Context: an optimization exercise on an open-source flow, tuned for small area, a short achievable clock period and few clock cycles per item. The choices shown serve that exercise and are no tape-out recipe.
Only simulation tests tie the RTL to the original design; equivalence was not proved.

===== design.v =====
module logarithm #(
	parameter n = 16,
	parameter m = 24,
	parameter k = 5 ,
	parameter p = 24
) (
	input        clk  ,  
	input        reset,  
	input        start,
	input  [0:n] x    ,
	output [1:p] y    ,
	output       done
);
	reg  [23:0] f;
	reg  [24:0] r;           
	wire s1;
	wire c2;
	wire s3;
	wire c4;
	wire s5;
	wire c6;
	wire s7;
	wire c8;
	wire s9;
	wire c10;
	wire s11;
	wire c12;
	wire s13;
	wire c14;
	wire s15;
	wire c16;
	wire s17;
	wire c18;
	wire s19;
	wire c20;
	wire s21;
	wire c22;
	wire s23;
	wire c24;
	wire s25;
	wire c26;
	wire s27;
	wire c28;
	wire s29;
	wire c30;
	wire s31;
	wire c32;
	wire s33;
	wire c34;
	wire s35;
	wire c36;
	wire s37;
	wire c38;
	wire s39;
	wire c40;
	wire s41;
	wire c42;
	wire s43;
	wire c44;
	wire s45;
	wire c46;
	wire s47;
	wire c48;
	wire s49;
	wire c50;
	wire s51;
	wire c52;
	wire s53;
	wire c54;
	wire s55;
	wire c56;
	wire s57;
	wire c58;
	wire s59;
	wire c60;
	wire s61;
	wire c62;
	wire s63;
	wire c64;
	wire s65;
	wire c66;
	wire s67;
	wire c68;
	wire s69;
	wire c70;
	wire s71;
	wire c72;
	wire s73;
	wire c74;
	wire s75;
	wire c76;
	wire s77;
	wire c78;
	wire s79;
	wire c80;
	wire s81;
	wire c82;
	wire s83;
	wire c84;
	wire s85;
	wire c86;
	wire s87;
	wire c88;
	wire s89;
	wire c90;
	wire s91;
	wire c92;
	wire s93;
	wire c94;
	wire s95;
	wire c96;
	wire s97;
	wire c98;
	wire s99;
	wire c100;
	wire s101;
	wire c102;
	wire s103;
	wire c104;
	wire s105;
	wire c106;
	wire s107;
	wire c108;
	wire s109;
	wire c110;
	wire s111;
	wire c112;
	wire s113;
	wire c114;
	wire s115;
	wire c116;
	wire s117;
	wire c118;
	wire s119;
	wire c120;
	wire s121;
	wire c122;
	wire s123;
	wire c124;
	wire s125;
	wire c126;
	wire s127;
	wire c128;
	wire s129;
	wire c130;
	wire s131;
	wire c132;
	wire s133;
	wire c134;
	wire s135;
	wire c136;
	wire s137;
	wire c138;
	wire s139;
	wire c140;
	wire s141;
	wire c142;
	wire s143;
	wire c144;
	wire s145;
	wire c146;
	wire s147;
	wire c148;
	wire s149;
	wire c150;
	wire s151;
	wire c152;
	wire s153;
	wire c154;
	wire s155;
	wire c156;
	wire s157;
	wire c158;
	wire s159;
	wire c160;
	wire s161;
	wire c162;
	wire s163;
	wire c164;
	wire s165;
	wire c166;
	wire s167;
	wire c168;
	wire s169;
	wire c170;
	wire s171;
	wire c172;
	wire s173;
	wire c174;
	wire s175;
	wire c176;
	wire s177;
	wire c178;
	wire s179;
	wire c180;
	wire s181;
	wire c182;
	wire s183;
	wire c184;
	wire s185;
	wire c186;
	wire s187;
	wire c188;
	wire s189;
	wire c190;
	wire s191;
	wire c192;
	wire s193;
	wire c194;
	wire s195;
	wire c196;
	wire s197;
	wire c198;
	wire s199;
	wire c200;
	wire s201;
	wire c202;
	wire s203;
	wire c204;
	wire s205;
	wire c206;
	wire s207;
	wire c208;
	wire s209;
	wire c210;
	wire s211;
	wire c212;
	wire s213;
	wire c214;
	wire s215;
	wire c216;
	wire s217;
	wire c218;
	wire s219;
	wire c220;
	wire s221;
	wire c222;
	wire s223;
	wire c224;
	wire s225;
	wire c226;
	wire s227;
	wire c228;
	wire s229;
	wire c230;
	wire s231;
	wire c232;
	wire s233;
	wire c234;
	wire s235;
	wire c236;
	wire s237;
	wire c238;
	wire s239;
	wire c240;
	wire s241;
	wire c242;
	wire s243;
	wire c244;
	wire s245;
	wire c246;
	wire s247;
	wire c248;
	wire s249;
	wire c250;
	wire s251;
	wire c252;
	wire s253;
	wire c254;
	wire s255;
	wire c256;
	wire s257;
	wire c258;
	wire s259;
	wire c260;
	wire s261;
	wire c262;
	wire s263;
	wire c264;
	wire s265;
	wire c266;
	wire s267;
	wire c268;
	wire s269;
	wire c270;
	wire s271;
	wire c272;
	wire s273;
	wire c274;
	wire s275;
	wire c276;
	wire s277;
	wire c278;
	wire s279;
	wire c280;
	wire s281;
	wire c282;
	wire s283;
	wire c284;
	wire s285;
	wire c286;
	wire s287;
	wire c288;
	wire s289;
	wire c290;
	wire s291;
	wire c292;
	wire s293;
	wire c294;
	wire s295;
	wire c296;
	wire s297;
	wire c298;
	wire s299;
	wire c300;
	wire s301;
	wire c302;
	wire s303;
	wire c304;
	wire s305;
	wire c306;
	wire s307;
	wire c308;
	wire s309;
	wire c310;
	wire s311;
	wire c312;
	wire s313;
	wire c314;
	wire s315;
	wire c316;
	wire s317;
	wire c318;
	wire s319;
	wire c320;
	wire s321;
	wire c322;
	wire s323;
	wire c324;
	wire s325;
	wire c326;
	wire s327;
	wire c328;
	wire s329;
	wire c330;
	wire s331;
	wire c332;
	wire s333;
	wire c334;
	wire s335;
	wire c336;
	wire s337;
	wire c338;
	wire s339;
	wire c340;
	wire s341;
	wire c342;
	wire s343;
	wire c344;
	wire s345;
	wire c346;
	wire s347;
	wire c348;
	wire s349;
	wire c350;
	wire s351;
	wire c352;
	wire s353;
	wire c354;
	wire s355;
	wire c356;
	wire s357;
	wire c358;
	wire s359;
	wire c360;
	wire s361;
	wire c362;
	wire s363;
	wire c364;
	wire s365;
	wire c366;
	wire s367;
	wire c368;
	wire s369;
	wire c370;
	wire s371;
	wire c372;
	wire s373;
	wire c374;
	wire s375;
	wire c376;
	wire s377;
	wire c378;
	wire s379;
	wire c380;
	wire s381;
	wire c382;
	wire s383;
	wire c384;
	wire s385;
	wire c386;
	wire s387;
	wire c388;
	wire s389;
	wire c390;
	wire s391;
	wire c392;
	wire s393;
	wire c394;
	wire s395;
	wire c396;
	wire s397;
	wire c398;
	wire s399;
	wire c400;
	wire s401;
	wire c402;
	wire s403;
	wire c404;
	wire s405;
	wire c406;
	wire s407;
	wire c408;
	wire s409;
	wire c410;
	wire s411;
	wire c412;
	wire s413;
	wire c414;
	wire s415;
	wire c416;
	wire s417;
	wire c418;
	wire s419;
	wire c420;
	wire s421;
	wire c422;
	wire s423;
	wire c424;
	wire s425;
	wire c426;
	wire s427;
	wire c428;
	wire s429;
	wire c430;
	wire s431;
	wire c432;
	wire s433;
	wire c434;
	wire s435;
	wire c436;
	wire s437;
	wire c438;
	wire s439;
	wire c440;
	wire s441;
	wire c442;
	wire s443;
	wire c444;
	wire s445;
	wire c446;
	wire s447;
	wire c448;
	wire s449;
	wire c450;
	wire s451;
	wire c452;
	wire s453;
	wire c454;
	wire s455;
	wire c456;
	wire s457;
	wire c458;
	wire s459;
	wire c460;
	wire s461;
	wire c462;
	wire s463;
	wire c464;
	wire s465;
	wire c466;
	wire s467;
	wire c468;
	wire s469;
	wire c470;
	wire s471;
	wire c472;
	wire s473;
	wire c474;
	wire s475;
	wire c476;
	wire s477;
	wire c478;
	wire s479;
	wire c480;
	wire s481;
	wire c482;
	wire s483;
	wire c484;
	wire s485;
	wire c486;
	wire s487;
	wire c488;
	wire s489;
	wire c490;
	wire s491;
	wire c492;
	wire s493;
	wire c494;
	wire s495;
	wire c496;
	wire s497;
	wire c498;
	wire s499;
	wire c500;
	wire s501;
	wire c502;
	wire s503;
	wire c504;
	wire s505;
	wire c506;
	assign s1 = f[9] ^ (f[0] & f[17]);
	assign c2 = f[9] & (f[0] & f[17]);
	assign s3 = (f[0] & f[18]) ^ (f[1] & f[17]);
	assign c4 = (f[0] & f[18]) & (f[1] & f[17]);
	assign s5 = f[10] ^ (f[0] & f[19]) ^ (f[1] & f[18]);
	assign c6 = (f[10] & (f[0] & f[19])) | (f[10] & (f[1] & f[18])) | ((f[0] & f[19]) & (f[1] & f[18]));
	assign s7 = (f[2] & f[17]) ^ (f[3] & f[16]);
	assign c8 = (f[2] & f[17]) & (f[3] & f[16]);
	assign s9 = (f[0] & f[20]) ^ (f[1] & f[19]) ^ (f[2] & f[18]);
	assign c10 = ((f[0] & f[20]) & (f[1] & f[19])) | ((f[0] & f[20]) & (f[2] & f[18])) | ((f[1] & f[19]) & (f[2] & f[18]));
	assign s11 = (f[3] & f[17]) ^ (f[4] & f[16]);
	assign c12 = (f[3] & f[17]) & (f[4] & f[16]);
	assign s13 = f[11] ^ (f[0] & f[21]) ^ (f[1] & f[20]);
	assign c14 = (f[11] & (f[0] & f[21])) | (f[11] & (f[1] & f[20])) | ((f[0] & f[21]) & (f[1] & f[20]));
	assign s15 = (f[2] & f[19]) ^ (f[3] & f[18]) ^ (f[4] & f[17]);
	assign c16 = ((f[2] & f[19]) & (f[3] & f[18])) | ((f[2] & f[19]) & (f[4] & f[17])) | ((f[3] & f[18]) & (f[4] & f[17]));
	assign s17 = (f[5] & f[16]) ^ (f[6] & f[15]);
	assign c18 = (f[5] & f[16]) & (f[6] & f[15]);
	assign s19 = (f[0] & f[22]) ^ (f[1] & f[21]) ^ (f[2] & f[20]);
	assign c20 = ((f[0] & f[22]) & (f[1] & f[21])) | ((f[0] & f[22]) & (f[2] & f[20])) | ((f[1] & f[21]) & (f[2] & f[20]));
	assign s21 = (f[3] & f[19]) ^ (f[4] & f[18]) ^ (f[5] & f[17]);
	assign c22 = ((f[3] & f[19]) & (f[4] & f[18])) | ((f[3] & f[19]) & (f[5] & f[17])) | ((f[4] & f[18]) & (f[5] & f[17]));
	assign s23 = (f[6] & f[16]) ^ (f[7] & f[15]);
	assign c24 = (f[6] & f[16]) & (f[7] & f[15]);
	assign s25 = f[12] ^ (f[0] & f[23]) ^ (f[1] & f[22]);
	assign c26 = (f[12] & (f[0] & f[23])) | (f[12] & (f[1] & f[22])) | ((f[0] & f[23]) & (f[1] & f[22]));
	assign s27 = (f[2] & f[21]) ^ (f[3] & f[20]) ^ (f[4] & f[19]);
	assign c28 = ((f[2] & f[21]) & (f[3] & f[20])) | ((f[2] & f[21]) & (f[4] & f[19])) | ((f[3] & f[20]) & (f[4] & f[19]));
	assign s29 = (f[5] & f[18]) ^ (f[6] & f[17]) ^ (f[7] & f[16]);
	assign c30 = ((f[5] & f[18]) & (f[6] & f[17])) | ((f[5] & f[18]) & (f[7] & f[16])) | ((f[6] & f[17]) & (f[7] & f[16]));
	assign s31 = (f[8] & f[15]) ^ (f[9] & f[14]);
	assign c32 = (f[8] & f[15]) & (f[9] & f[14]);
	assign s33 = f[0] ^ (f[1] & f[23]) ^ (f[2] & f[22]);
	assign c34 = (f[0] & (f[1] & f[23])) | (f[0] & (f[2] & f[22])) | ((f[1] & f[23]) & (f[2] & f[22]));
	assign s35 = (f[3] & f[21]) ^ (f[4] & f[20]) ^ (f[5] & f[19]);
	assign c36 = ((f[3] & f[21]) & (f[4] & f[20])) | ((f[3] & f[21]) & (f[5] & f[19])) | ((f[4] & f[20]) & (f[5] & f[19]));
	assign s37 = (f[6] & f[18]) ^ (f[7] & f[17]) ^ (f[8] & f[16]);
	assign c38 = ((f[6] & f[18]) & (f[7] & f[17])) | ((f[6] & f[18]) & (f[8] & f[16])) | ((f[7] & f[17]) & (f[8] & f[16]));
	assign s39 = (f[9] & f[15]) ^ (f[10] & f[14]);
	assign c40 = (f[9] & f[15]) & (f[10] & f[14]);
	assign s41 = f[13] ^ f[1] ^ (f[2] & f[23]);
	assign c42 = (f[13] & f[1]) | (f[13] & (f[2] & f[23])) | (f[1] & (f[2] & f[23]));
	assign s43 = (f[3] & f[22]) ^ (f[4] & f[21]) ^ (f[5] & f[20]);
	assign c44 = ((f[3] & f[22]) & (f[4] & f[21])) | ((f[3] & f[22]) & (f[5] & f[20])) | ((f[4] & f[21]) & (f[5] & f[20]));
	assign s45 = (f[6] & f[19]) ^ (f[7] & f[18]) ^ (f[8] & f[17]);
	assign c46 = ((f[6] & f[19]) & (f[7] & f[18])) | ((f[6] & f[19]) & (f[8] & f[17])) | ((f[7] & f[18]) & (f[8] & f[17]));
	assign s47 = (f[9] & f[16]) ^ (f[10] & f[15]) ^ (f[11] & f[14]);
	assign c48 = ((f[9] & f[16]) & (f[10] & f[15])) | ((f[9] & f[16]) & (f[11] & f[14])) | ((f[10] & f[15]) & (f[11] & f[14]));
	assign s49 = f[2] ^ (f[3] & f[23]) ^ (f[4] & f[22]);
	assign c50 = (f[2] & (f[3] & f[23])) | (f[2] & (f[4] & f[22])) | ((f[3] & f[23]) & (f[4] & f[22]));
	assign s51 = (f[5] & f[21]) ^ (f[6] & f[20]) ^ (f[7] & f[19]);
	assign c52 = ((f[5] & f[21]) & (f[6] & f[20])) | ((f[5] & f[21]) & (f[7] & f[19])) | ((f[6] & f[20]) & (f[7] & f[19]));
	assign s53 = (f[8] & f[18]) ^ (f[9] & f[17]) ^ (f[10] & f[16]);
	assign c54 = ((f[8] & f[18]) & (f[9] & f[17])) | ((f[8] & f[18]) & (f[10] & f[16])) | ((f[9] & f[17]) & (f[10] & f[16]));
	assign s55 = f[14] ^ f[3] ^ (f[4] & f[23]);
	assign c56 = (f[14] & f[3]) | (f[14] & (f[4] & f[23])) | (f[3] & (f[4] & f[23]));
	assign s57 = (f[5] & f[22]) ^ (f[6] & f[21]) ^ (f[7] & f[20]);
	assign c58 = ((f[5] & f[22]) & (f[6] & f[21])) | ((f[5] & f[22]) & (f[7] & f[20])) | ((f[6] & f[21]) & (f[7] & f[20]));
	assign s59 = (f[8] & f[19]) ^ (f[9] & f[18]) ^ (f[10] & f[17]);
	assign c60 = ((f[8] & f[19]) & (f[9] & f[18])) | ((f[8] & f[19]) & (f[10] & f[17])) | ((f[9] & f[18]) & (f[10] & f[17]));
	assign s61 = f[4] ^ (f[5] & f[23]) ^ (f[6] & f[22]);
	assign c62 = (f[4] & (f[5] & f[23])) | (f[4] & (f[6] & f[22])) | ((f[5] & f[23]) & (f[6] & f[22]));
	assign s63 = (f[7] & f[21]) ^ (f[8] & f[20]) ^ (f[9] & f[19]);
	assign c64 = ((f[7] & f[21]) & (f[8] & f[20])) | ((f[7] & f[21]) & (f[9] & f[19])) | ((f[8] & f[20]) & (f[9] & f[19]));
	assign s65 = f[15] ^ f[5] ^ (f[6] & f[23]);
	assign c66 = (f[15] & f[5]) | (f[15] & (f[6] & f[23])) | (f[5] & (f[6] & f[23]));
	assign s67 = (f[7] & f[22]) ^ (f[8] & f[21]) ^ (f[9] & f[20]);
	assign c68 = ((f[7] & f[22]) & (f[8] & f[21])) | ((f[7] & f[22]) & (f[9] & f[20])) | ((f[8] & f[21]) & (f[9] & f[20]));
	assign s69 = f[6] ^ (f[7] & f[23]) ^ (f[8] & f[22]);
	assign c70 = (f[6] & (f[7] & f[23])) | (f[6] & (f[8] & f[22])) | ((f[7] & f[23]) & (f[8] & f[22]));
	assign s71 = f[16] ^ f[7] ^ (f[8] & f[23]);
	assign c72 = (f[16] & f[7]) | (f[16] & (f[8] & f[23])) | (f[7] & (f[8] & f[23]));
	assign s73 = f[6] ^ (f[0] & f[11]);
	assign c74 = f[6] & (f[0] & f[11]);
	assign s75 = (f[0] & f[12]) ^ (f[1] & f[11]);
	assign c76 = (f[0] & f[12]) & (f[1] & f[11]);
	assign s77 = f[7] ^ (f[0] & f[13]) ^ (f[1] & f[12]);
	assign c78 = (f[7] & (f[0] & f[13])) | (f[7] & (f[1] & f[12])) | ((f[0] & f[13]) & (f[1] & f[12]));
	assign s79 = (f[2] & f[11]) ^ (f[3] & f[10]);
	assign c80 = (f[2] & f[11]) & (f[3] & f[10]);
	assign s81 = (f[0] & f[14]) ^ (f[1] & f[13]) ^ (f[2] & f[12]);
	assign c82 = ((f[0] & f[14]) & (f[1] & f[13])) | ((f[0] & f[14]) & (f[2] & f[12])) | ((f[1] & f[13]) & (f[2] & f[12]));
	assign s83 = (f[3] & f[11]) ^ (f[4] & f[10]);
	assign c84 = (f[3] & f[11]) & (f[4] & f[10]);
	assign s85 = f[8] ^ (f[0] & f[15]) ^ (f[1] & f[14]);
	assign c86 = (f[8] & (f[0] & f[15])) | (f[8] & (f[1] & f[14])) | ((f[0] & f[15]) & (f[1] & f[14]));
	assign s87 = (f[2] & f[13]) ^ (f[3] & f[12]) ^ (f[4] & f[11]);
	assign c88 = ((f[2] & f[13]) & (f[3] & f[12])) | ((f[2] & f[13]) & (f[4] & f[11])) | ((f[3] & f[12]) & (f[4] & f[11]));
	assign s89 = (f[5] & f[10]) ^ (f[6] & f[9]);
	assign c90 = (f[5] & f[10]) & (f[6] & f[9]);
	assign s91 = (f[0] & f[16]) ^ (f[1] & f[15]) ^ (f[2] & f[14]);
	assign c92 = ((f[0] & f[16]) & (f[1] & f[15])) | ((f[0] & f[16]) & (f[2] & f[14])) | ((f[1] & f[15]) & (f[2] & f[14]));
	assign s93 = (f[3] & f[13]) ^ (f[4] & f[12]) ^ (f[5] & f[11]);
	assign c94 = ((f[3] & f[13]) & (f[4] & f[12])) | ((f[3] & f[13]) & (f[5] & f[11])) | ((f[4] & f[12]) & (f[5] & f[11]));
	assign s95 = (f[6] & f[10]) ^ (f[7] & f[9]);
	assign c96 = (f[6] & f[10]) & (f[7] & f[9]);
	assign s97 = (f[1] & f[16]) ^ (f[2] & f[15]) ^ (f[3] & f[14]);
	assign c98 = ((f[1] & f[16]) & (f[2] & f[15])) | ((f[1] & f[16]) & (f[3] & f[14])) | ((f[2] & f[15]) & (f[3] & f[14]));
	assign s99 = (f[4] & f[13]) ^ (f[5] & f[12]) ^ (f[6] & f[11]);
	assign c100 = ((f[4] & f[13]) & (f[5] & f[12])) | ((f[4] & f[13]) & (f[6] & f[11])) | ((f[5] & f[12]) & (f[6] & f[11]));
	assign s101 = (f[7] & f[10]) ^ (f[8] & f[9]) ^ s1;
	assign c102 = ((f[7] & f[10]) & (f[8] & f[9])) | ((f[7] & f[10]) & s1) | ((f[8] & f[9]) & s1);
	assign s103 = (f[2] & f[16]) ^ (f[3] & f[15]) ^ (f[4] & f[14]);
	assign c104 = ((f[2] & f[16]) & (f[3] & f[15])) | ((f[2] & f[16]) & (f[4] & f[14])) | ((f[3] & f[15]) & (f[4] & f[14]));
	assign s105 = (f[5] & f[13]) ^ (f[6] & f[12]) ^ (f[7] & f[11]);
	assign c106 = ((f[5] & f[13]) & (f[6] & f[12])) | ((f[5] & f[13]) & (f[7] & f[11])) | ((f[6] & f[12]) & (f[7] & f[11]));
	assign s107 = (f[8] & f[10]) ^ c2 ^ s3;
	assign c108 = ((f[8] & f[10]) & c2) | ((f[8] & f[10]) & s3) | (c2 & s3);
	assign s109 = (f[4] & f[15]) ^ (f[5] & f[14]) ^ (f[6] & f[13]);
	assign c110 = ((f[4] & f[15]) & (f[5] & f[14])) | ((f[4] & f[15]) & (f[6] & f[13])) | ((f[5] & f[14]) & (f[6] & f[13]));
	assign s111 = (f[7] & f[12]) ^ (f[8] & f[11]) ^ (f[9] & f[10]);
	assign c112 = ((f[7] & f[12]) & (f[8] & f[11])) | ((f[7] & f[12]) & (f[9] & f[10])) | ((f[8] & f[11]) & (f[9] & f[10]));
	assign s113 = c4 ^ s7 ^ s5;
	assign c114 = (c4 & s7) | (c4 & s5) | (s7 & s5);
	assign s115 = (f[5] & f[15]) ^ (f[6] & f[14]) ^ (f[7] & f[13]);
	assign c116 = ((f[5] & f[15]) & (f[6] & f[14])) | ((f[5] & f[15]) & (f[7] & f[13])) | ((f[6] & f[14]) & (f[7] & f[13]));
	assign s117 = (f[8] & f[12]) ^ (f[9] & f[11]) ^ c8;
	assign c118 = ((f[8] & f[12]) & (f[9] & f[11])) | ((f[8] & f[12]) & c8) | ((f[9] & f[11]) & c8);
	assign s119 = s11 ^ c6 ^ s9;
	assign c120 = (s11 & c6) | (s11 & s9) | (c6 & s9);
	assign s121 = (f[7] & f[14]) ^ (f[8] & f[13]) ^ (f[9] & f[12]);
	assign c122 = ((f[7] & f[14]) & (f[8] & f[13])) | ((f[7] & f[14]) & (f[9] & f[12])) | ((f[8] & f[13]) & (f[9] & f[12]));
	assign s123 = (f[10] & f[11]) ^ c12 ^ s17;
	assign c124 = ((f[10] & f[11]) & c12) | ((f[10] & f[11]) & s17) | (c12 & s17);
	assign s125 = c10 ^ s13 ^ s15;
	assign c126 = (c10 & s13) | (c10 & s15) | (s13 & s15);
	assign s127 = (f[8] & f[14]) ^ (f[9] & f[13]) ^ (f[10] & f[12]);
	assign c128 = ((f[8] & f[14]) & (f[9] & f[13])) | ((f[8] & f[14]) & (f[10] & f[12])) | ((f[9] & f[13]) & (f[10] & f[12]));
	assign s129 = c18 ^ s23 ^ c14;
	assign c130 = (c18 & s23) | (c18 & c14) | (s23 & c14);
	assign s131 = c16 ^ s19 ^ s21;
	assign c132 = (c16 & s19) | (c16 & s21) | (s19 & s21);
	assign s133 = (f[10] & f[13]) ^ (f[11] & f[12]) ^ c24;
	assign c134 = ((f[10] & f[13]) & (f[11] & f[12])) | ((f[10] & f[13]) & c24) | ((f[11] & f[12]) & c24);
	assign s135 = s31 ^ c20 ^ c22;
	assign c136 = (s31 & c20) | (s31 & c22) | (c20 & c22);
	assign s137 = s25 ^ s27 ^ s29;
	assign c138 = (s25 & s27) | (s25 & s29) | (s27 & s29);
	assign s139 = (f[11] & f[13]) ^ c32 ^ s39;
	assign c140 = ((f[11] & f[13]) & c32) | ((f[11] & f[13]) & s39) | (c32 & s39);
	assign s141 = c26 ^ c28 ^ c30;
	assign c142 = (c26 & c28) | (c26 & c30) | (c28 & c30);
	assign s143 = s33 ^ s35 ^ s37;
	assign c144 = (s33 & s35) | (s33 & s37) | (s35 & s37);
	assign s145 = (f[12] & f[13]) ^ c40 ^ c34;
	assign c146 = ((f[12] & f[13]) & c40) | ((f[12] & f[13]) & c34) | (c40 & c34);
	assign s147 = c36 ^ c38 ^ s41;
	assign c148 = (c36 & c38) | (c36 & s41) | (c38 & s41);
	assign s149 = s43 ^ s45 ^ s47;
	assign c150 = (s43 & s45) | (s43 & s47) | (s45 & s47);
	assign s151 = (f[11] & f[15]) ^ (f[12] & f[14]) ^ c42;
	assign c152 = ((f[11] & f[15]) & (f[12] & f[14])) | ((f[11] & f[15]) & c42) | ((f[12] & f[14]) & c42);
	assign s153 = c44 ^ c46 ^ c48;
	assign c154 = (c44 & c46) | (c44 & c48) | (c46 & c48);
	assign s155 = s49 ^ s51 ^ s53;
	assign c156 = (s49 & s51) | (s49 & s53) | (s51 & s53);
	assign s157 = (f[11] & f[16]) ^ (f[12] & f[15]) ^ (f[13] & f[14]);
	assign c158 = ((f[11] & f[16]) & (f[12] & f[15])) | ((f[11] & f[16]) & (f[13] & f[14])) | ((f[12] & f[15]) & (f[13] & f[14]));
	assign s159 = c50 ^ c52 ^ c54;
	assign c160 = (c50 & c52) | (c50 & c54) | (c52 & c54);
	assign s161 = s55 ^ s57 ^ s59;
	assign c162 = (s55 & s57) | (s55 & s59) | (s57 & s59);
	assign s163 = (f[10] & f[18]) ^ (f[11] & f[17]) ^ (f[12] & f[16]);
	assign c164 = ((f[10] & f[18]) & (f[11] & f[17])) | ((f[10] & f[18]) & (f[12] & f[16])) | ((f[11] & f[17]) & (f[12] & f[16]));
	assign s165 = (f[13] & f[15]) ^ c56 ^ c58;
	assign c166 = ((f[13] & f[15]) & c56) | ((f[13] & f[15]) & c58) | (c56 & c58);
	assign s167 = c60 ^ s61 ^ s63;
	assign c168 = (c60 & s61) | (c60 & s63) | (s61 & s63);
	assign s169 = (f[10] & f[19]) ^ (f[11] & f[18]) ^ (f[12] & f[17]);
	assign c170 = ((f[10] & f[19]) & (f[11] & f[18])) | ((f[10] & f[19]) & (f[12] & f[17])) | ((f[11] & f[18]) & (f[12] & f[17]));
	assign s171 = (f[13] & f[16]) ^ (f[14] & f[15]) ^ c62;
	assign c172 = ((f[13] & f[16]) & (f[14] & f[15])) | ((f[13] & f[16]) & c62) | ((f[14] & f[15]) & c62);
	assign s173 = c64 ^ s65 ^ s67;
	assign c174 = (c64 & s65) | (c64 & s67) | (s65 & s67);
	assign s175 = (f[9] & f[21]) ^ (f[10] & f[20]) ^ (f[11] & f[19]);
	assign c176 = ((f[9] & f[21]) & (f[10] & f[20])) | ((f[9] & f[21]) & (f[11] & f[19])) | ((f[10] & f[20]) & (f[11] & f[19]));
	assign s177 = (f[12] & f[18]) ^ (f[13] & f[17]) ^ (f[14] & f[16]);
	assign c178 = ((f[12] & f[18]) & (f[13] & f[17])) | ((f[12] & f[18]) & (f[14] & f[16])) | ((f[13] & f[17]) & (f[14] & f[16]));
	assign s179 = c66 ^ c68 ^ s69;
	assign c180 = (c66 & c68) | (c66 & s69) | (c68 & s69);
	assign s181 = (f[9] & f[22]) ^ (f[10] & f[21]) ^ (f[11] & f[20]);
	assign c182 = ((f[9] & f[22]) & (f[10] & f[21])) | ((f[9] & f[22]) & (f[11] & f[20])) | ((f[10] & f[21]) & (f[11] & f[20]));
	assign s183 = (f[12] & f[19]) ^ (f[13] & f[18]) ^ (f[14] & f[17]);
	assign c184 = ((f[12] & f[19]) & (f[13] & f[18])) | ((f[12] & f[19]) & (f[14] & f[17])) | ((f[13] & f[18]) & (f[14] & f[17]));
	assign s185 = (f[15] & f[16]) ^ c70 ^ s71;
	assign c186 = ((f[15] & f[16]) & c70) | ((f[15] & f[16]) & s71) | (c70 & s71);
	assign s187 = f[8] ^ (f[9] & f[23]) ^ (f[10] & f[22]);
	assign c188 = (f[8] & (f[9] & f[23])) | (f[8] & (f[10] & f[22])) | ((f[9] & f[23]) & (f[10] & f[22]));
	assign s189 = (f[11] & f[21]) ^ (f[12] & f[20]) ^ (f[13] & f[19]);
	assign c190 = ((f[11] & f[21]) & (f[12] & f[20])) | ((f[11] & f[21]) & (f[13] & f[19])) | ((f[12] & f[20]) & (f[13] & f[19]));
	assign s191 = (f[14] & f[18]) ^ (f[15] & f[17]) ^ c72;
	assign c192 = ((f[14] & f[18]) & (f[15] & f[17])) | ((f[14] & f[18]) & c72) | ((f[15] & f[17]) & c72);
	assign s193 = f[17] ^ f[9] ^ (f[10] & f[23]);
	assign c194 = (f[17] & f[9]) | (f[17] & (f[10] & f[23])) | (f[9] & (f[10] & f[23]));
	assign s195 = (f[11] & f[22]) ^ (f[12] & f[21]) ^ (f[13] & f[20]);
	assign c196 = ((f[11] & f[22]) & (f[12] & f[21])) | ((f[11] & f[22]) & (f[13] & f[20])) | ((f[12] & f[21]) & (f[13] & f[20]));
	assign s197 = (f[14] & f[19]) ^ (f[15] & f[18]) ^ (f[16] & f[17]);
	assign c198 = ((f[14] & f[19]) & (f[15] & f[18])) | ((f[14] & f[19]) & (f[16] & f[17])) | ((f[15] & f[18]) & (f[16] & f[17]));
	assign s199 = f[10] ^ (f[11] & f[23]) ^ (f[12] & f[22]);
	assign c200 = (f[10] & (f[11] & f[23])) | (f[10] & (f[12] & f[22])) | ((f[11] & f[23]) & (f[12] & f[22]));
	assign s201 = (f[13] & f[21]) ^ (f[14] & f[20]) ^ (f[15] & f[19]);
	assign c202 = ((f[13] & f[21]) & (f[14] & f[20])) | ((f[13] & f[21]) & (f[15] & f[19])) | ((f[14] & f[20]) & (f[15] & f[19]));
	assign s203 = f[18] ^ f[11] ^ (f[12] & f[23]);
	assign c204 = (f[18] & f[11]) | (f[18] & (f[12] & f[23])) | (f[11] & (f[12] & f[23]));
	assign s205 = (f[13] & f[22]) ^ (f[14] & f[21]) ^ (f[15] & f[20]);
	assign c206 = ((f[13] & f[22]) & (f[14] & f[21])) | ((f[13] & f[22]) & (f[15] & f[20])) | ((f[14] & f[21]) & (f[15] & f[20]));
	assign s207 = f[12] ^ (f[13] & f[23]) ^ (f[14] & f[22]);
	assign c208 = (f[12] & (f[13] & f[23])) | (f[12] & (f[14] & f[22])) | ((f[13] & f[23]) & (f[14] & f[22]));
	assign s209 = f[19] ^ f[13] ^ (f[14] & f[23]);
	assign c210 = (f[19] & f[13]) | (f[19] & (f[14] & f[23])) | (f[13] & (f[14] & f[23]));
	assign s211 = f[4] ^ (f[0] & f[7]);
	assign c212 = f[4] & (f[0] & f[7]);
	assign s213 = (f[0] & f[8]) ^ (f[1] & f[7]);
	assign c214 = (f[0] & f[8]) & (f[1] & f[7]);
	assign s215 = f[5] ^ (f[0] & f[9]) ^ (f[1] & f[8]);
	assign c216 = (f[5] & (f[0] & f[9])) | (f[5] & (f[1] & f[8])) | ((f[0] & f[9]) & (f[1] & f[8]));
	assign s217 = (f[2] & f[7]) ^ (f[3] & f[6]);
	assign c218 = (f[2] & f[7]) & (f[3] & f[6]);
	assign s219 = (f[0] & f[10]) ^ (f[1] & f[9]) ^ (f[2] & f[8]);
	assign c220 = ((f[0] & f[10]) & (f[1] & f[9])) | ((f[0] & f[10]) & (f[2] & f[8])) | ((f[1] & f[9]) & (f[2] & f[8]));
	assign s221 = (f[3] & f[7]) ^ (f[4] & f[6]);
	assign c222 = (f[3] & f[7]) & (f[4] & f[6]);
	assign s223 = (f[1] & f[10]) ^ (f[2] & f[9]) ^ (f[3] & f[8]);
	assign c224 = ((f[1] & f[10]) & (f[2] & f[9])) | ((f[1] & f[10]) & (f[3] & f[8])) | ((f[2] & f[9]) & (f[3] & f[8]));
	assign s225 = (f[4] & f[7]) ^ (f[5] & f[6]) ^ s73;
	assign c226 = ((f[4] & f[7]) & (f[5] & f[6])) | ((f[4] & f[7]) & s73) | ((f[5] & f[6]) & s73);
	assign s227 = (f[2] & f[10]) ^ (f[3] & f[9]) ^ (f[4] & f[8]);
	assign c228 = ((f[2] & f[10]) & (f[3] & f[9])) | ((f[2] & f[10]) & (f[4] & f[8])) | ((f[3] & f[9]) & (f[4] & f[8]));
	assign s229 = (f[5] & f[7]) ^ c74 ^ s75;
	assign c230 = ((f[5] & f[7]) & c74) | ((f[5] & f[7]) & s75) | (c74 & s75);
	assign s231 = (f[4] & f[9]) ^ (f[5] & f[8]) ^ (f[6] & f[7]);
	assign c232 = ((f[4] & f[9]) & (f[5] & f[8])) | ((f[4] & f[9]) & (f[6] & f[7])) | ((f[5] & f[8]) & (f[6] & f[7]));
	assign s233 = c76 ^ s79 ^ s77;
	assign c234 = (c76 & s79) | (c76 & s77) | (s79 & s77);
	assign s235 = (f[5] & f[9]) ^ (f[6] & f[8]) ^ c80;
	assign c236 = ((f[5] & f[9]) & (f[6] & f[8])) | ((f[5] & f[9]) & c80) | ((f[6] & f[8]) & c80);
	assign s237 = s83 ^ c78 ^ s81;
	assign c238 = (s83 & c78) | (s83 & s81) | (c78 & s81);
	assign s239 = (f[7] & f[8]) ^ c84 ^ s89;
	assign c240 = ((f[7] & f[8]) & c84) | ((f[7] & f[8]) & s89) | (c84 & s89);
	assign s241 = c82 ^ s85 ^ s87;
	assign c242 = (c82 & s85) | (c82 & s87) | (s85 & s87);
	assign s243 = c90 ^ s95 ^ c86;
	assign c244 = (c90 & s95) | (c90 & c86) | (s95 & c86);
	assign s245 = c88 ^ s91 ^ s93;
	assign c246 = (c88 & s91) | (c88 & s93) | (s91 & s93);
	assign s247 = c96 ^ c92 ^ c94;
	assign c248 = (c96 & c92) | (c96 & c94) | (c92 & c94);
	assign s249 = s97 ^ s99 ^ s101;
	assign c250 = (s97 & s99) | (s97 & s101) | (s99 & s101);
	assign s251 = c98 ^ c100 ^ s103;
	assign c252 = (c98 & c100) | (c98 & s103) | (c100 & s103);
	assign s253 = s105 ^ c102 ^ s107;
	assign c254 = (s105 & c102) | (s105 & s107) | (c102 & s107);
	assign s255 = c104 ^ c106 ^ s109;
	assign c256 = (c104 & c106) | (c104 & s109) | (c106 & s109);
	assign s257 = s111 ^ c108 ^ s113;
	assign c258 = (s111 & c108) | (s111 & s113) | (c108 & s113);
	assign s259 = c110 ^ c112 ^ s115;
	assign c260 = (c110 & c112) | (c110 & s115) | (c112 & s115);
	assign s261 = s117 ^ c114 ^ s119;
	assign c262 = (s117 & c114) | (s117 & s119) | (c114 & s119);
	assign s263 = c116 ^ s121 ^ c118;
	assign c264 = (c116 & s121) | (c116 & c118) | (s121 & c118);
	assign s265 = s123 ^ c120 ^ s125;
	assign c266 = (s123 & c120) | (s123 & s125) | (c120 & s125);
	assign s267 = c122 ^ s127 ^ c124;
	assign c268 = (c122 & s127) | (c122 & c124) | (s127 & c124);
	assign s269 = c126 ^ s129 ^ s131;
	assign c270 = (c126 & s129) | (c126 & s131) | (s129 & s131);
	assign s271 = c128 ^ s133 ^ c130;
	assign c272 = (c128 & s133) | (c128 & c130) | (s133 & c130);
	assign s273 = c132 ^ s135 ^ s137;
	assign c274 = (c132 & s135) | (c132 & s137) | (s135 & s137);
	assign s275 = c134 ^ c136 ^ s139;
	assign c276 = (c134 & c136) | (c134 & s139) | (c136 & s139);
	assign s277 = c138 ^ s141 ^ s143;
	assign c278 = (c138 & s141) | (c138 & s143) | (s141 & s143);
	assign s279 = c140 ^ c142 ^ c144;
	assign c280 = (c140 & c142) | (c140 & c144) | (c142 & c144);
	assign s281 = s145 ^ s147 ^ s149;
	assign c282 = (s145 & s147) | (s145 & s149) | (s147 & s149);
	assign s283 = c146 ^ c148 ^ c150;
	assign c284 = (c146 & c148) | (c146 & c150) | (c148 & c150);
	assign s285 = s151 ^ s153 ^ s155;
	assign c286 = (s151 & s153) | (s151 & s155) | (s153 & s155);
	assign s287 = s157 ^ c152 ^ c154;
	assign c288 = (s157 & c152) | (s157 & c154) | (c152 & c154);
	assign s289 = c156 ^ s159 ^ s161;
	assign c290 = (c156 & s159) | (c156 & s161) | (s159 & s161);
	assign s291 = c158 ^ s163 ^ c160;
	assign c292 = (c158 & s163) | (c158 & c160) | (s163 & c160);
	assign s293 = c162 ^ s165 ^ s167;
	assign c294 = (c162 & s165) | (c162 & s167) | (s165 & s167);
	assign s295 = c164 ^ s169 ^ c166;
	assign c296 = (c164 & s169) | (c164 & c166) | (s169 & c166);
	assign s297 = c168 ^ s171 ^ s173;
	assign c298 = (c168 & s171) | (c168 & s173) | (s171 & s173);
	assign s299 = c170 ^ s175 ^ s177;
	assign c300 = (c170 & s175) | (c170 & s177) | (s175 & s177);
	assign s301 = c172 ^ c174 ^ s179;
	assign c302 = (c172 & c174) | (c172 & s179) | (c174 & s179);
	assign s303 = c176 ^ c178 ^ s181;
	assign c304 = (c176 & c178) | (c176 & s181) | (c178 & s181);
	assign s305 = s183 ^ c180 ^ s185;
	assign c306 = (s183 & c180) | (s183 & s185) | (c180 & s185);
	assign s307 = c182 ^ c184 ^ s187;
	assign c308 = (c182 & c184) | (c182 & s187) | (c184 & s187);
	assign s309 = s189 ^ c186 ^ s191;
	assign c310 = (s189 & c186) | (s189 & s191) | (c186 & s191);
	assign s311 = c188 ^ c190 ^ s193;
	assign c312 = (c188 & c190) | (c188 & s193) | (c190 & s193);
	assign s313 = s195 ^ s197 ^ c192;
	assign c314 = (s195 & s197) | (s195 & c192) | (s197 & c192);
	assign s315 = (f[16] & f[18]) ^ c194 ^ c196;
	assign c316 = ((f[16] & f[18]) & c194) | ((f[16] & f[18]) & c196) | (c194 & c196);
	assign s317 = c198 ^ s199 ^ s201;
	assign c318 = (c198 & s199) | (c198 & s201) | (s199 & s201);
	assign s319 = (f[16] & f[19]) ^ (f[17] & f[18]) ^ c200;
	assign c320 = ((f[16] & f[19]) & (f[17] & f[18])) | ((f[16] & f[19]) & c200) | ((f[17] & f[18]) & c200);
	assign s321 = c202 ^ s203 ^ s205;
	assign c322 = (c202 & s203) | (c202 & s205) | (s203 & s205);
	assign s323 = (f[15] & f[21]) ^ (f[16] & f[20]) ^ (f[17] & f[19]);
	assign c324 = ((f[15] & f[21]) & (f[16] & f[20])) | ((f[15] & f[21]) & (f[17] & f[19])) | ((f[16] & f[20]) & (f[17] & f[19]));
	assign s325 = c204 ^ c206 ^ s207;
	assign c326 = (c204 & c206) | (c204 & s207) | (c206 & s207);
	assign s327 = (f[15] & f[22]) ^ (f[16] & f[21]) ^ (f[17] & f[20]);
	assign c328 = ((f[15] & f[22]) & (f[16] & f[21])) | ((f[15] & f[22]) & (f[17] & f[20])) | ((f[16] & f[21]) & (f[17] & f[20]));
	assign s329 = (f[18] & f[19]) ^ c208 ^ s209;
	assign c330 = ((f[18] & f[19]) & c208) | ((f[18] & f[19]) & s209) | (c208 & s209);
	assign s331 = f[14] ^ (f[15] & f[23]) ^ (f[16] & f[22]);
	assign c332 = (f[14] & (f[15] & f[23])) | (f[14] & (f[16] & f[22])) | ((f[15] & f[23]) & (f[16] & f[22]));
	assign s333 = (f[17] & f[21]) ^ (f[18] & f[20]) ^ c210;
	assign c334 = ((f[17] & f[21]) & (f[18] & f[20])) | ((f[17] & f[21]) & c210) | ((f[18] & f[20]) & c210);
	assign s335 = f[20] ^ f[15] ^ (f[16] & f[23]);
	assign c336 = (f[20] & f[15]) | (f[20] & (f[16] & f[23])) | (f[15] & (f[16] & f[23]));
	assign s337 = (f[17] & f[22]) ^ (f[18] & f[21]) ^ (f[19] & f[20]);
	assign c338 = ((f[17] & f[22]) & (f[18] & f[21])) | ((f[17] & f[22]) & (f[19] & f[20])) | ((f[18] & f[21]) & (f[19] & f[20]));
	assign s339 = f[16] ^ (f[17] & f[23]) ^ (f[18] & f[22]);
	assign c340 = (f[16] & (f[17] & f[23])) | (f[16] & (f[18] & f[22])) | ((f[17] & f[23]) & (f[18] & f[22]));
	assign s341 = f[21] ^ f[17] ^ (f[18] & f[23]);
	assign c342 = (f[21] & f[17]) | (f[21] & (f[18] & f[23])) | (f[17] & (f[18] & f[23]));
	assign s343 = f[3] ^ (f[0] & f[5]);
	assign c344 = f[3] & (f[0] & f[5]);
	assign s345 = (f[0] & f[6]) ^ (f[1] & f[5]);
	assign c346 = (f[0] & f[6]) & (f[1] & f[5]);
	assign s347 = (f[1] & f[6]) ^ (f[2] & f[5]) ^ (f[3] & f[4]);
	assign c348 = ((f[1] & f[6]) & (f[2] & f[5])) | ((f[1] & f[6]) & (f[3] & f[4])) | ((f[2] & f[5]) & (f[3] & f[4]));
	assign s349 = (f[2] & f[6]) ^ (f[3] & f[5]) ^ c212;
	assign c350 = ((f[2] & f[6]) & (f[3] & f[5])) | ((f[2] & f[6]) & c212) | ((f[3] & f[5]) & c212);
	assign s351 = (f[4] & f[5]) ^ c214 ^ s217;
	assign c352 = ((f[4] & f[5]) & c214) | ((f[4] & f[5]) & s217) | (c214 & s217);
	assign s353 = c218 ^ s221 ^ c216;
	assign c354 = (c218 & s221) | (c218 & c216) | (s221 & c216);
	assign s355 = c222 ^ c220 ^ s223;
	assign c356 = (c222 & c220) | (c222 & s223) | (c220 & s223);
	assign s357 = c224 ^ s227 ^ c226;
	assign c358 = (c224 & s227) | (c224 & c226) | (s227 & c226);
	assign s359 = c228 ^ s231 ^ c230;
	assign c360 = (c228 & s231) | (c228 & c230) | (s231 & c230);
	assign s361 = c232 ^ s235 ^ c234;
	assign c362 = (c232 & s235) | (c232 & c234) | (s235 & c234);
	assign s363 = c236 ^ s239 ^ c238;
	assign c364 = (c236 & s239) | (c236 & c238) | (s239 & c238);
	assign s365 = c240 ^ c242 ^ s243;
	assign c366 = (c240 & c242) | (c240 & s243) | (c242 & s243);
	assign s367 = c244 ^ c246 ^ s247;
	assign c368 = (c244 & c246) | (c244 & s247) | (c246 & s247);
	assign s369 = c248 ^ s251 ^ c250;
	assign c370 = (c248 & s251) | (c248 & c250) | (s251 & c250);
	assign s371 = c252 ^ s255 ^ c254;
	assign c372 = (c252 & s255) | (c252 & c254) | (s255 & c254);
	assign s373 = c256 ^ s259 ^ c258;
	assign c374 = (c256 & s259) | (c256 & c258) | (s259 & c258);
	assign s375 = c260 ^ s263 ^ c262;
	assign c376 = (c260 & s263) | (c260 & c262) | (s263 & c262);
	assign s377 = c264 ^ s267 ^ c266;
	assign c378 = (c264 & s267) | (c264 & c266) | (s267 & c266);
	assign s379 = c268 ^ s271 ^ c270;
	assign c380 = (c268 & s271) | (c268 & c270) | (s271 & c270);
	assign s381 = c272 ^ s275 ^ c274;
	assign c382 = (c272 & s275) | (c272 & c274) | (s275 & c274);
	assign s383 = c276 ^ c278 ^ s279;
	assign c384 = (c276 & c278) | (c276 & s279) | (c278 & s279);
	assign s385 = c280 ^ c282 ^ s283;
	assign c386 = (c280 & c282) | (c280 & s283) | (c282 & s283);
	assign s387 = c284 ^ s287 ^ c286;
	assign c388 = (c284 & s287) | (c284 & c286) | (s287 & c286);
	assign s389 = c288 ^ s291 ^ c290;
	assign c390 = (c288 & s291) | (c288 & c290) | (s291 & c290);
	assign s391 = c292 ^ s295 ^ c294;
	assign c392 = (c292 & s295) | (c292 & c294) | (s295 & c294);
	assign s393 = s299 ^ c296 ^ c298;
	assign c394 = (s299 & c296) | (s299 & c298) | (c296 & c298);
	assign s395 = c300 ^ s303 ^ c302;
	assign c396 = (c300 & s303) | (c300 & c302) | (s303 & c302);
	assign s397 = c304 ^ s307 ^ c306;
	assign c398 = (c304 & s307) | (c304 & c306) | (s307 & c306);
	assign s399 = c308 ^ s311 ^ c310;
	assign c400 = (c308 & s311) | (c308 & c310) | (s311 & c310);
	assign s401 = c312 ^ s315 ^ s317;
	assign c402 = (c312 & s315) | (c312 & s317) | (s315 & s317);
	assign s403 = c316 ^ c318 ^ s319;
	assign c404 = (c316 & c318) | (c316 & s319) | (c318 & s319);
	assign s405 = s323 ^ c320 ^ c322;
	assign c406 = (s323 & c320) | (s323 & c322) | (c320 & c322);
	assign s407 = c324 ^ s327 ^ c326;
	assign c408 = (c324 & s327) | (c324 & c326) | (s327 & c326);
	assign s409 = c328 ^ s331 ^ c330;
	assign c410 = (c328 & s331) | (c328 & c330) | (s331 & c330);
	assign s411 = c332 ^ s335 ^ s337;
	assign c412 = (c332 & s335) | (c332 & s337) | (s335 & s337);
	assign s413 = (f[19] & f[21]) ^ c336 ^ c338;
	assign c414 = ((f[19] & f[21]) & c336) | ((f[19] & f[21]) & c338) | (c336 & c338);
	assign s415 = (f[19] & f[22]) ^ (f[20] & f[21]) ^ c340;
	assign c416 = ((f[19] & f[22]) & (f[20] & f[21])) | ((f[19] & f[22]) & c340) | ((f[20] & f[21]) & c340);
	assign s417 = f[18] ^ (f[19] & f[23]) ^ (f[20] & f[22]);
	assign c418 = (f[18] & (f[19] & f[23])) | (f[18] & (f[20] & f[22])) | ((f[19] & f[23]) & (f[20] & f[22]));
	assign s419 = f[22] ^ f[19] ^ (f[20] & f[23]);
	assign c420 = (f[22] & f[19]) | (f[22] & (f[20] & f[23])) | (f[19] & (f[20] & f[23]));
	assign s421 = f[2] ^ (f[0] & f[3]);
	assign c422 = f[2] & (f[0] & f[3]);
	assign s423 = (f[0] & f[4]) ^ (f[1] & f[3]);
	assign c424 = (f[0] & f[4]) & (f[1] & f[3]);
	assign s425 = (f[1] & f[4]) ^ (f[2] & f[3]) ^ s343;
	assign c426 = ((f[1] & f[4]) & (f[2] & f[3])) | ((f[1] & f[4]) & s343) | ((f[2] & f[3]) & s343);
	assign s427 = (f[2] & f[4]) ^ c344 ^ s345;
	assign c428 = ((f[2] & f[4]) & c344) | ((f[2] & f[4]) & s345) | (c344 & s345);
	assign s429 = c346 ^ s211 ^ s347;
	assign c430 = (c346 & s211) | (c346 & s347) | (s211 & s347);
	assign s431 = s213 ^ c348 ^ s349;
	assign c432 = (s213 & c348) | (s213 & s349) | (c348 & s349);
	assign s433 = s215 ^ c350 ^ s351;
	assign c434 = (s215 & c350) | (s215 & s351) | (c350 & s351);
	assign s435 = s219 ^ c352 ^ s353;
	assign c436 = (s219 & c352) | (s219 & s353) | (c352 & s353);
	assign s437 = c354 ^ s225 ^ s355;
	assign c438 = (c354 & s225) | (c354 & s355) | (s225 & s355);
	assign s439 = s229 ^ c356 ^ s357;
	assign c440 = (s229 & c356) | (s229 & s357) | (c356 & s357);
	assign s441 = s233 ^ c358 ^ s359;
	assign c442 = (s233 & c358) | (s233 & s359) | (c358 & s359);
	assign s443 = s237 ^ c360 ^ s361;
	assign c444 = (s237 & c360) | (s237 & s361) | (c360 & s361);
	assign s445 = s241 ^ c362 ^ s363;
	assign c446 = (s241 & c362) | (s241 & s363) | (c362 & s363);
	assign s447 = s245 ^ c364 ^ s365;
	assign c448 = (s245 & c364) | (s245 & s365) | (c364 & s365);
	assign s449 = c366 ^ s249 ^ s367;
	assign c450 = (c366 & s249) | (c366 & s367) | (s249 & s367);
	assign s451 = c368 ^ s253 ^ s369;
	assign c452 = (c368 & s253) | (c368 & s369) | (s253 & s369);
	assign s453 = s257 ^ c370 ^ s371;
	assign c454 = (s257 & c370) | (s257 & s371) | (c370 & s371);
	assign s455 = s261 ^ c372 ^ s373;
	assign c456 = (s261 & c372) | (s261 & s373) | (c372 & s373);
	assign s457 = s265 ^ c374 ^ s375;
	assign c458 = (s265 & c374) | (s265 & s375) | (c374 & s375);
	assign s459 = s269 ^ c376 ^ s377;
	assign c460 = (s269 & c376) | (s269 & s377) | (c376 & s377);
	assign s461 = s273 ^ c378 ^ s379;
	assign c462 = (s273 & c378) | (s273 & s379) | (c378 & s379);
	assign s463 = s277 ^ c380 ^ s381;
	assign c464 = (s277 & c380) | (s277 & s381) | (c380 & s381);
	assign s465 = s281 ^ c382 ^ s383;
	assign c466 = (s281 & c382) | (s281 & s383) | (c382 & s383);
	assign s467 = s285 ^ c384 ^ s385;
	assign c468 = (s285 & c384) | (s285 & s385) | (c384 & s385);
	assign s469 = s289 ^ c386 ^ s387;
	assign c470 = (s289 & c386) | (s289 & s387) | (c386 & s387);
	assign s471 = s293 ^ c388 ^ s389;
	assign c472 = (s293 & c388) | (s293 & s389) | (c388 & s389);
	assign s473 = s297 ^ c390 ^ s391;
	assign c474 = (s297 & c390) | (s297 & s391) | (c390 & s391);
	assign s475 = s301 ^ c392 ^ s393;
	assign c476 = (s301 & c392) | (s301 & s393) | (c392 & s393);
	assign s477 = s305 ^ c394 ^ s395;
	assign c478 = (s305 & c394) | (s305 & s395) | (c394 & s395);
	assign s479 = s309 ^ c396 ^ s397;
	assign c480 = (s309 & c396) | (s309 & s397) | (c396 & s397);
	assign s481 = s313 ^ c398 ^ s399;
	assign c482 = (s313 & c398) | (s313 & s399) | (c398 & s399);
	assign s483 = c314 ^ s401 ^ c400;
	assign c484 = (c314 & s401) | (c314 & c400) | (s401 & c400);
	assign s485 = s321 ^ c402 ^ s403;
	assign c486 = (s321 & c402) | (s321 & s403) | (c402 & s403);
	assign s487 = s325 ^ c404 ^ s405;
	assign c488 = (s325 & c404) | (s325 & s405) | (c404 & s405);
	assign s489 = s329 ^ c406 ^ s407;
	assign c490 = (s329 & c406) | (s329 & s407) | (c406 & s407);
	assign s491 = s333 ^ c408 ^ s409;
	assign c492 = (s333 & c408) | (s333 & s409) | (c408 & s409);
	assign s493 = c334 ^ s411 ^ c410;
	assign c494 = (c334 & s411) | (c334 & c410) | (s411 & c410);
	assign s495 = s339 ^ c412 ^ s413;
	assign c496 = (s339 & c412) | (s339 & s413) | (c412 & s413);
	assign s497 = s341 ^ c414 ^ s415;
	assign c498 = (s341 & c414) | (s341 & s415) | (c414 & s415);
	assign s499 = c342 ^ s417 ^ c416;
	assign c500 = (c342 & s417) | (c342 & c416) | (s417 & c416);
	assign s501 = (f[21] & f[22]) ^ c418 ^ s419;
	assign c502 = ((f[21] & f[22]) & c418) | ((f[21] & f[22]) & s419) | (c418 & s419);
	assign s503 = f[20] ^ (f[21] & f[23]) ^ c420;
	assign c504 = (f[20] & (f[21] & f[23])) | (f[20] & c420) | ((f[21] & f[23]) & c420);
	assign s505 = f[23] ^ f[21] ^ (f[22] & f[23]);
	assign c506 = (f[23] & f[21]) | (f[23] & (f[22] & f[23])) | (f[21] & (f[22] & f[23]));
	wire [49:0] ta = {1'b0, f[23], c506, c504, c502, c500, c498, c496, c494, c492, c490, c488, c486, c484, c482, c480, c478, c476, c474, c472, c470, c468, c466, c464, c462, c460, c458, c456, c454, c452, c450, c448, c446, c444, c442, c440, c438, c436, c434, c432, c430, c428, c426, c424, c422, s421, (f[0] & f[2]), f[1], 1'b0, f[0]};
	wire [49:0] tb = {1'b0, 1'b0, f[22], s505, s503, s501, s499, s497, s495, s493, s491, s489, s487, s485, s483, s481, s479, s477, s475, s473, s471, s469, s467, s465, s463, s461, s459, s457, s455, s453, s451, s449, s447, s445, s443, s441, s439, s437, s435, s433, s431, s429, s427, s425, s423, (f[1] & f[2]), 1'b0, (f[0] & f[1]), 1'b0, 1'b0};
	wire [49:0] t  = ta + tb;
	wire [25:0] s  = t[49:24];
	wire        b  = s[25] | s[24];
	wire [23:0] fn = b ? {s[25], s[23:1]} : s[23:0];
	always @(posedge clk)
		f <= r[24] ? {x[1:n], {(m-n){1'b0}}} : fn;
	always @(posedge clk or negedge reset) begin
		if (~reset)
			r[24] <= 1'b1;
		else if (start | ~r[24])
			r[24] <= start ? 1'b0 : r[23];
	end
	always @(posedge clk) begin
		if (start | ~r[24])
			r[23:0] <= start ? 24'd1 : {r[22:0], b & x[0]};
	end
	assign done = r[24];
	assign y    = r[23:0];
endmodule

===== run.sh =====
#!/bin/bash
# synth_recipe.tcl (not shown) runs the flow's synth.tcl, then flattens the netlist and writes it again
# the make line also repeats each setting of config.mk as NAME=value (left out here)
make -C /OpenROAD-flow-scripts/flow DESIGN_CONFIG=/design/flow/config.mk WORK_HOME=/design/flow/orfs CLKGATE_MAP_FILE= SYNTH_SCRIPT=/design/flow/synth_recipe.tcl finish

===== config.mk =====
export PLATFORM = sky130hd
export DESIGN_NAME = logarithm
export DESIGN_NICKNAME = logarithm
export VERILOG_FILES = /design/flow/design.v
export SDC_FILE = /design/flow/constraint.sdc
export NUM_CORES = 4
export LEC_CHECK = 0
export CAP_MARGIN = 20
export CORE_MARGIN = 2
export CORE_UTILIZATION = 40
export SLEW_MARGIN = 20

===== constraint.sdc =====
create_clock -name core_clock -period 9.0 [get_ports {clk}]
set_input_delay 1.8000 -clock core_clock [delete_from_list [all_inputs] [get_ports {clk}]]
set_output_delay 1.8000 -clock core_clock [all_outputs]
set_load 0.01 [all_outputs]

==> impl_metrics.env <==
export IMPL_slew_headroom=0.4102
export IMPL_postSynthAreaPerCell_um2=8.650
export IMPL_drt_total_wl_um=31540
export IMPL_fin_worst_skew_ns=0.01015
export IMPL_synth_edf_count=24
export IMPL_finalHoldViolCount=0
export IMPL_syn_to_final_growth_pct=8.537
export IMPL_synth_fp_nets=1678
export IMPL_synth_cell_types=62
export IMPL_die_w_um=175.0
export IMPL_cts_tree="built"
export IMPL_cts_max_path_buffers=2
export IMPL_core_area_mm2=0.02878
export IMPL_clk_latency_ns=0.29
export IMPL_antenna_found_initial=1
export IMPL_start_util=0.4064
export IMPL_status="no timing/DRC/antenna violations"
export IMPL_gp_congestion=0.8972
export IMPL_ant_nets=0
export IMPL_dp_hpwl_um=24580
export IMPL_post_cts_resized=0
export IMPL_cp_slowest_stage_delay_ns=0.90
export IMPL_drv_slew=0
export IMPL_hp_class="flop to flop"
export IMPL_hold_slack_ns=0.5359
export IMPL_fin_crit_ns=6.861
export IMPL_cts_buffers=5
export IMPL_critPathBufInv=3
export IMPL_ys_flop_type="edfxtp_1"
export IMPL_layout_worst_path_cycle_share=0.7623
export IMPL_syn_cell_area_mm2=0.01169
export IMPL_h_tree_depth=2
export IMPL_dieArea_mm2=0.03062
export IMPL_cap_viol_max_count=0
export IMPL_ys_top_cells_by_area="fa_1, inv_1, ha_1"
export IMPL_yosysSeqAreaShare=0.1050
export IMPL_path_clk_slew_ns=0.07
export IMPL_post_cts_buffers=0
export IMPL_worst_slew_pin_slew_ns=0.8835
export IMPL_cp_start_kind="flop"
export IMPL_yosys_warnings=1
export IMPL_cts_root_buf="clkbuf_16"
export IMPL_crit_type="flop to flop"
export IMPL_post_route_drc_count=0
export IMPL_final_setup_viol_count=0
export IMPL_yosysTopAreaCell="fa_1"
export IMPL_netlist_top_cells_count="inv_1, fa_1, nand2_1"
export IMPL_drive_gt1_frac=0.03516
export IMPL_crit_arrival_ns=7.09
export IMPL_dp_slack_ns=2.162
export IMPL_yosysTopAreaCellShare=0.3920
export IMPL_nFillCells=2892
export IMPL_grt_setup_unrepaired="no"
export IMPL_final_core_util=0.4410
export IMPL_syn_inst=1352
export IMPL_cp_common_cell="fa_1"
export IMPL_ys_ff_latch=49
export IMPL_overflow=0
export IMPL_grt_pass1_vias=9555
export IMPL_clock_sinks=49
export IMPL_die_y_um=175.0
export IMPL_fmax_mhz=145.8
export IMPL_final_nets=1690
export IMPL_viasPerCell=5.169
export IMPL_io_pins=45
export IMPL_wire_per_inst_um=18.02
export IMPL_async_flop_share=0.02041
export IMPL_floorplan_rows=62
export IMPL_worstPathCellList="inv_1 -> nor2_1 -> fa_1 -> inv_1 -> fa_1 -> fa_1 -> inv_1 -> fa_1 -> fa_1 -> ha_1 -> a21oi_4 -> o21ai_1 -> or4_1 -> or3_4 -> and3_4 -> or4b_4 -> a21o_1 -> a21oi_2 -> o22a_1"
export IMPL_port_buffers=44
export IMPL_holdBufCountCts=0
export IMPL_grt_pass1_wl_um=51300
export IMPL_worstPathRequired_ns=9.23
export IMPL_cp_top_family="adder cells"
export IMPL_vias=9046
export IMPL_firstDrtPassIters=5
export IMPL_cp_max_fo=18
export IMPL_worst_setup_path_end_kind="flop"
export IMPL_slowest_stage="dfxtp_1"
export IMPL_tns_ns=0
export IMPL_grt_util_all_layers=0.2134
export IMPL_fin_ws_ns=2.139
export IMPL_grt_max_degree=37
export IMPL_synth_most_common_cell="inv_1"
export IMPL_drt_iter0_markers=526
-- kinds of logic after synthesis --
kind of cell    after synthesis  share of synthesized area
simple gates                437                     0.1851
fa+ha+maj                   306                     0.4744
buf+inv                     368                     0.1195
xor+xnor                     24                    0.01797
flops                        49                     0.1050
compound gates              160                    0.09116
mux                           8                   0.006954
-- layout by cell type (no fill, tap or decap), drive strengths merged, types with 4 or more instances in the layout --
cell type / count
a21o: 19
inv: 308
o21a: 7
o221ai: 6
dfxtp: 24
o21ai: 21
a21oi: 53
and2: 118
clkdlybuf4s50: 44
and3: 7
clkbuf: 5
ha: 77
o31ai: 5
a31oi: 8
a211oi: 5
nor2b: 26
nor3: 8
and4: 4
mux2i: 7
o21bai: 5
buf: 23
nor2: 70
nand3: 10
xor2: 11
nand4: 15
nand2: 166
xnor2: 13
o211ai: 10
edfxtp: 24
fa: 229
-- flip-flops by register name, indices dropped and copies added, names as in the netlist --
register	flops
f	24
r	25
-- final timing paths --
kind / from / end / slack [ns] / cells after the start
hold reg to reg: r[23]$_SDFFCE_PP0P_ / r[24]$_DFFE_PN1P_ / 0.54 / 2
max in group asynchronous: reset / r[24]$_DFFE_PN1P_ / 7.16 / 1
setup / recovery: f[8]$_DFF_P_ / f[23]$_DFF_P_ / 2.14 / 19
hold / removal: r[23]$_SDFFCE_PP0P_ / r[24]$_DFFE_PN1P_ / 0.54 / 2
min in group asynchronous: reset / r[24]$_DFFE_PN1P_ / 1.82 / 1
setup reg to reg: f[8]$_DFF_P_ / f[23]$_DFF_P_ / 2.14 / 19
-- tightest hold or removal path: stages, from the launching register on --
cell and delay (ns):
edfxtp_1 0.35, nor2_1 0.05, nor2_1 0.09
-- layout make-up --
type	count	area [µm²]	share of cell area
clock inverters	3	23.77	0.001873
clock buffers	5	125.1	0.009857
diodes	1	2.502	0.0001971
multi-input cells	935	9072	0.7147
flip-flops and latches	49	1227	0.09670
repair buffers	67	613.1	0.04830
well taps	384	480.5	0.03785
inverters	306	1149	0.09049
-- through the flow --
| step | instance area (µm²) | std cells |
|---|---|---|
| after global routing | 12690 | 1749 |
| final | 12690 | 1750 |
| after detailed placement | 12540 | 1741 |
| after floorplan | 11700 | 1352 |
| after global placement | 12540 | 1741 |
| after CTS | 12690 | 1749 |
-- per-layer routing --
metal | global-route usage | share of wire
met5 | 0 | 0
met4 | 0.05694 | 0.027
met3 | 0.03003 | 0.059
met2 | 0.3623 | 0.49
met1 | 0.2865 | 0.42
Testbench counts, summed over its fixed seeds: cycles 41,600, items 1,600.

[re-timing with driven ports]
No port has a modelled driver above. Below, the same layout with a new extraction and two added sets of constraints.
Step 1, drivers: a clkbuf_16 drives clk and a buf_2 each remaining input, both assumed.
Step 2 adds t to the input delays and takes it off the output delays; t is the mean of the earliest and latest rising clock arrival at the registers after step 1. Input paths then give back, and output paths get back, about the clock's delay inside the block.
Slacks: no drivers / after step 1 / after step 2; pairs: no drivers / after step 1.
t (ns): 0.329
setup WS [ns]: 2.139 / 2.139 / 2.139
worst setup path after step 2: register to register
After both steps this run still meets setup and hold. For this run, drivers alone change the setup slack by 0.000 ns; drivers and shift together by 0.000 ns.
